Source: an optimization exercise on an open RTL-to-GDS flow (aim: a short achievable clock period). Production flows keep margins and buffers that such runs may drop.
Function was checked by simulation only, so behaviour that the tests miss may differ from the original.

==> run C <==
// spiking_neural_network
module spiking_neural_network #(
    parameter int WIDTH = 16,       
    parameter int N_INPUT = 4,      
    parameter int N_OUTPUT = 3      
) (
    input  logic clk, rst,
    input  logic [N_INPUT*WIDTH-1:0] I_in,  
    input  logic load_params,   
    input  logic [WIDTH-1:0] new_V_threshold, new_leak_factor, new_refr_period,
    input  logic signed [WIDTH-1:0] new_V_max, new_V_min,
    input  logic [N_INPUT*N_OUTPUT*WIDTH-1:0] synapses,  
    output logic [N_OUTPUT-1:0] spike_L2   
);
    localparam logic [15:0] THR_R  = 16'd30000;
    localparam logic [15:0] LEAK_R = 16'd100;
    localparam logic [15:0] VMAX_R = 16'h7fff;
    localparam logic [15:0] VMIN_R = 16'h8000;
    localparam logic [4:0]  RP_R   = 5'd10;
    logic [1:0] adj;
    genvar q;
    generate
        for (q = 0; q < 2; q++) begin : LIM
            logic [15:0] p_lim;
            logic [16:0] c_lim;
            ks_carry #(16) u_lim (.a({~new_V_max[15], new_V_max[14:0]}),
                                  .b({new_V_min[15], ~new_V_min[14:0]}),
                                  .cin(1'b1), .p0(p_lim), .c(c_lim));
            assign adj[q] = ~c_lim[16];
        end
    endgenerate
    logic [15:0] min_p1, vmax_new;
    ks_add #(16) u_inc (.a(new_V_min), .b(16'd0), .cin(1'b1), .s(min_p1));
  ...
==> flow/config.mk <==
export PLATFORM = sky130hd
export DESIGN_NAME = spiking_neural_network
export DESIGN_NICKNAME = spiking_neural_network
export VERILOG_FILES = /design/flow/design.v
export SDC_FILE = /design/flow/constraint.sdc
export NUM_CORES = 4
export LEC_CHECK = 0
export CAP_MARGIN = 20
export CORE_MARGIN = 2
export CORE_UTILIZATION = 65
export PLACE_DENSITY = 0.8
export SLEW_MARGIN = 20
export SYNTH_HIERARCHICAL = 1
==> flow/constraint.sdc <==
create_clock -name core_clock -period 10.0 [get_ports {clk}]
set_input_delay 2.0000 -clock core_clock [delete_from_list [all_inputs] [get_ports {clk}]]
set_output_delay 2.0000 -clock core_clock [all_outputs]
set_load 0.01 [all_outputs]
standard.sh (not shown) runs the stock make flow with config.mk's settings and CLKGATE_MAP_FILE= SYNTH_SCRIPT=/design/flow/synth_recipe.tcl, a recipe that flattens the netlist after the stock synthesis.
==> flow/flow/run.sh <==
#!/bin/bash
# The standard layout, with the timing repair aiming below the clock
# period (setup margin) so that it keeps improving paths that already meet
# the period. The clock, constraints and every other step are unchanged.
set -euo pipefail
bash standard.sh SETUP_SLACK_MARGIN=7.5 finish > standard_flow.log 2>&1
==> run X (differences from run C) <==
--- a/flow/design.v
+++ b/flow/design.v
@@ -155,10 +155,11 @@
     input  logic        load_now,
     input  logic [15:0] thr_now,
     input  logic        max_at_thr,     
     input  logic        min_at_thr,     
     output logic spike,
+    output logic spike_d,              
     output logic [2:0] spike_next      
 );
     logic [15:0] V_mem;
     logic [4:0] refr_count;
     logic [17:0] v_x;
@@ -255,12 +256,14 @@
             mux_bit  u_tc (.sel(sel_s), .d1(~(pt[17] ^ ct[17])), .d0(e_c), .y(c_t1));
             assign a_tn = ~a_t;
             muxi_bit u_tl (.sel(lt[1]), .d1(b_t), .d0(c_t1), .y_n(r_tn));
             muxi_bit u_tg (.sel(gt[1]), .d1(a_tn), .d0(r_tn), .y_n(d_t));
             always_ff @(posedge clk) spike <= d_t;
+            assign spike_d = d_t;
         end else begin : g_no_true
             assign spike = 1'b0;
+            assign spike_d = 1'b0;
         end
     endgenerate
 endmodule
 module spiking_neural_network #(
     parameter int WIDTH = 16,       
@@ -396,11 +399,11 @@
                 .j_s(j_s), .j_x(j_x), .j_y(j_y),
                 .hold(load_d),
                 .V_threshold(d_thr), .V_max(d_vmax), .V_min(d_vmin), .refr_reload(d_rr),
                 .j_t(18'd0), .load_now(1'b0), .thr_now(16'd0),
                 .max_at_thr(1'b0), .min_at_thr(1'b0),
-                .spike(unused),
+                .spike(unused), .spike_d(),
                 .spike_next(nxt)
             );
             assign spike_L1[0][i] = nxt[0];
             assign spike_L1[1][i] = nxt[1];
             assign spike_L1[2][i] = nxt[2];
@@ -444,18 +447,20 @@
                 j_x <= jx_n;
                 j_y <= jy_n;
                 j_t <= jt_n;
             end
             logic [2:0] unused;
+            logic spike_d;
             lif_neuron #(.NEXT_OUT(0), .TRUE_OUT(1)) neuron_L2 (
                 .clk(clk), .rst(rst),
                 .j_s(j_s), .j_x(j_x), .j_y(j_y),
                 .hold(load_d),
                 .V_threshold(d_thr), .V_max(d_vmax), .V_min(d_vmin), .refr_reload(d_rr),
                 .j_t(j_t), .load_now(load_params), .thr_now(thr),
                 .max_at_thr(d_mx), .min_at_thr(d_mn),
-                .spike(spike_L2[o]),
+                .spike(), .spike_d(spike_d),
                 .spike_next(unused)
             );
+            always_ff @(posedge clk) spike_L2[o] <= spike_d;
         end
     endgenerate
 endmodule
==> flow/flow/run.sh (replaced) <==
#!/bin/bash
# The standard layout, with two changes in how it is made:
#  - the timing repair aims below the clock period (setup margin), so that
#    it keeps improving paths that already meet the period;
#  - after placement, each output port's register is moved next to the
#    port's output buffer (then legalized), as the placer, seeing ample
#    slack at the design's period, leaves it far from the port.
# The clock, constraints and every other step are unchanged.
set -euo pipefail
bash standard.sh SETUP_SLACK_MARGIN=7.5 place > standard_place.log 2>&1
PLACE_ODB=orfs/results/sky130hd/spiking_neural_network/base/3_place.odb \
    openroad -no_init -exit flow/move_out_regs.tcl > move_out_regs.log 2>&1
bash standard.sh SETUP_SLACK_MARGIN=7.5 finish > standard_finish.log 2>&1
==> flow/flow/move_out_regs.tcl (new file) <==
# Place each output port's driving register next to that port's output
# buffer, then legalize. Only placement changes.
set odb_file $::env(PLACE_ODB)
read_db $odb_file
set block [ord::get_db_block]
foreach bterm [$block getBTerms] {
  if {[$bterm getIoType] ne "OUTPUT"} { continue }
  set net [$bterm getNet]
  set buf ""
  foreach it [$net getITerms] {
    if {[$it isOutputSignal]} { set buf [$it getInst] }
  }
  if {$buf eq ""} { continue }
  set reg ""
  foreach it [$buf getITerms] {
    if {[$it isInputSignal]} {
      set n2 [$it getNet]
      foreach it2 [$n2 getITerms] {
        if {[$it2 isOutputSignal]} { set reg [$it2 getInst] }
      }
    }
  }
  if {$reg eq ""} { continue }
  set master [[$reg getMaster] getName]
  if {![string match "*df*" $master]} { puts "skip [$bterm getName]: driver $master"; continue }
  set loc [$buf getLocation]
  puts "move [$reg getName] ($master) from [$reg getLocation] to near [$buf getName] at $loc"
  $reg setLocation [lindex $loc 0] [lindex $loc 1]
  $reg setPlacementStatus PLACED
}
detailed_placement
check_placement -verbose
write_db $odb_file
Settings changed: CORE_UTILIZATION 65 to 40, PLACE_DENSITY 0.8 to 0.6.
==> run E (differences from run C) <==
--- a/flow/design.v
+++ b/flow/design.v
@@ -155,10 +155,11 @@
     input  logic        load_now,
     input  logic [15:0] thr_now,
     input  logic        max_at_thr,     
     input  logic        min_at_thr,     
     output logic spike,
+    output logic spike_d,              
     output logic [2:0] spike_next      
 );
     logic [15:0] V_mem;
     logic [4:0] refr_count;
     logic [17:0] v_x;
@@ -255,12 +256,14 @@
             mux_bit  u_tc (.sel(sel_s), .d1(~(pt[17] ^ ct[17])), .d0(e_c), .y(c_t1));
             assign a_tn = ~a_t;
             muxi_bit u_tl (.sel(lt[1]), .d1(b_t), .d0(c_t1), .y_n(r_tn));
             muxi_bit u_tg (.sel(gt[1]), .d1(a_tn), .d0(r_tn), .y_n(d_t));
             always_ff @(posedge clk) spike <= d_t;
+            assign spike_d = d_t;
         end else begin : g_no_true
             assign spike = 1'b0;
+            assign spike_d = 1'b0;
         end
     endgenerate
 endmodule
 module spiking_neural_network #(
     parameter int WIDTH = 16,       
@@ -396,11 +399,11 @@
                 .j_s(j_s), .j_x(j_x), .j_y(j_y),
                 .hold(load_d),
                 .V_threshold(d_thr), .V_max(d_vmax), .V_min(d_vmin), .refr_reload(d_rr),
                 .j_t(18'd0), .load_now(1'b0), .thr_now(16'd0),
                 .max_at_thr(1'b0), .min_at_thr(1'b0),
-                .spike(unused),
+                .spike(unused), .spike_d(),
                 .spike_next(nxt)
             );
             assign spike_L1[0][i] = nxt[0];
             assign spike_L1[1][i] = nxt[1];
             assign spike_L1[2][i] = nxt[2];
@@ -444,18 +447,20 @@
                 j_x <= jx_n;
                 j_y <= jy_n;
                 j_t <= jt_n;
             end
             logic [2:0] unused;
+            logic spike_d;
             lif_neuron #(.NEXT_OUT(0), .TRUE_OUT(1)) neuron_L2 (
                 .clk(clk), .rst(rst),
                 .j_s(j_s), .j_x(j_x), .j_y(j_y),
                 .hold(load_d),
                 .V_threshold(d_thr), .V_max(d_vmax), .V_min(d_vmin), .refr_reload(d_rr),
                 .j_t(j_t), .load_now(load_params), .thr_now(thr),
                 .max_at_thr(d_mx), .min_at_thr(d_mn),
-                .spike(spike_L2[o]),
+                .spike(), .spike_d(spike_d),
                 .spike_next(unused)
             );
+            always_ff @(posedge clk) spike_L2[o] <= spike_d;
         end
     endgenerate
 endmodule
Settings changed: CORE_UTILIZATION 65 to 40, PLACE_DENSITY 0.8 to 0.6.
==> notes <==
Against run E, the count of clock-buffer cells in the layout of run X is lower by 9. Clock skew: run X is lower than run E (0.043 ns). Run X produced a clean layout. Run C aborted during global routing with GRT-0232. Run E went through all stages and came out clean. In run E the core utilization is higher than in run X, by 0.11 points. Flip-flop and latch count is the same in run X and run E. Between run E and run X, the lower via count is in run X (gap about 0.7%, measured against run X). Register-to-register slack is about the same in run E and run X.

## re-timing with driven ports
Ports are ideal in the flow. The routed layouts listed here were re-timed in OpenROAD.
Step 1: set_driving_cell puts a clkbuf_16 on clk and a buf_2 on each other input, an assumption about the parent block.
Step 2 times the ports against the registers' clock, not the clock port: input delays grow and output delays shrink by t, the midpoint of the rising clock arrivals with the driver on.
Three values: no drivers, after step 1, after step 2; two values: the first two.
run | t (ns) | setup slack, ns | worst setup path at the end
run X | 0.901 | 6.745 / 6.644 / 5.937 | input to register
run E | 0.935 | 6.590 / 6.486 / 5.891 | input to register
After both steps setup and hold are still met in every run listed. The setup slack of run X, which loses most, moves by -0.101 ns with the drivers and by -0.808 ns with both steps.
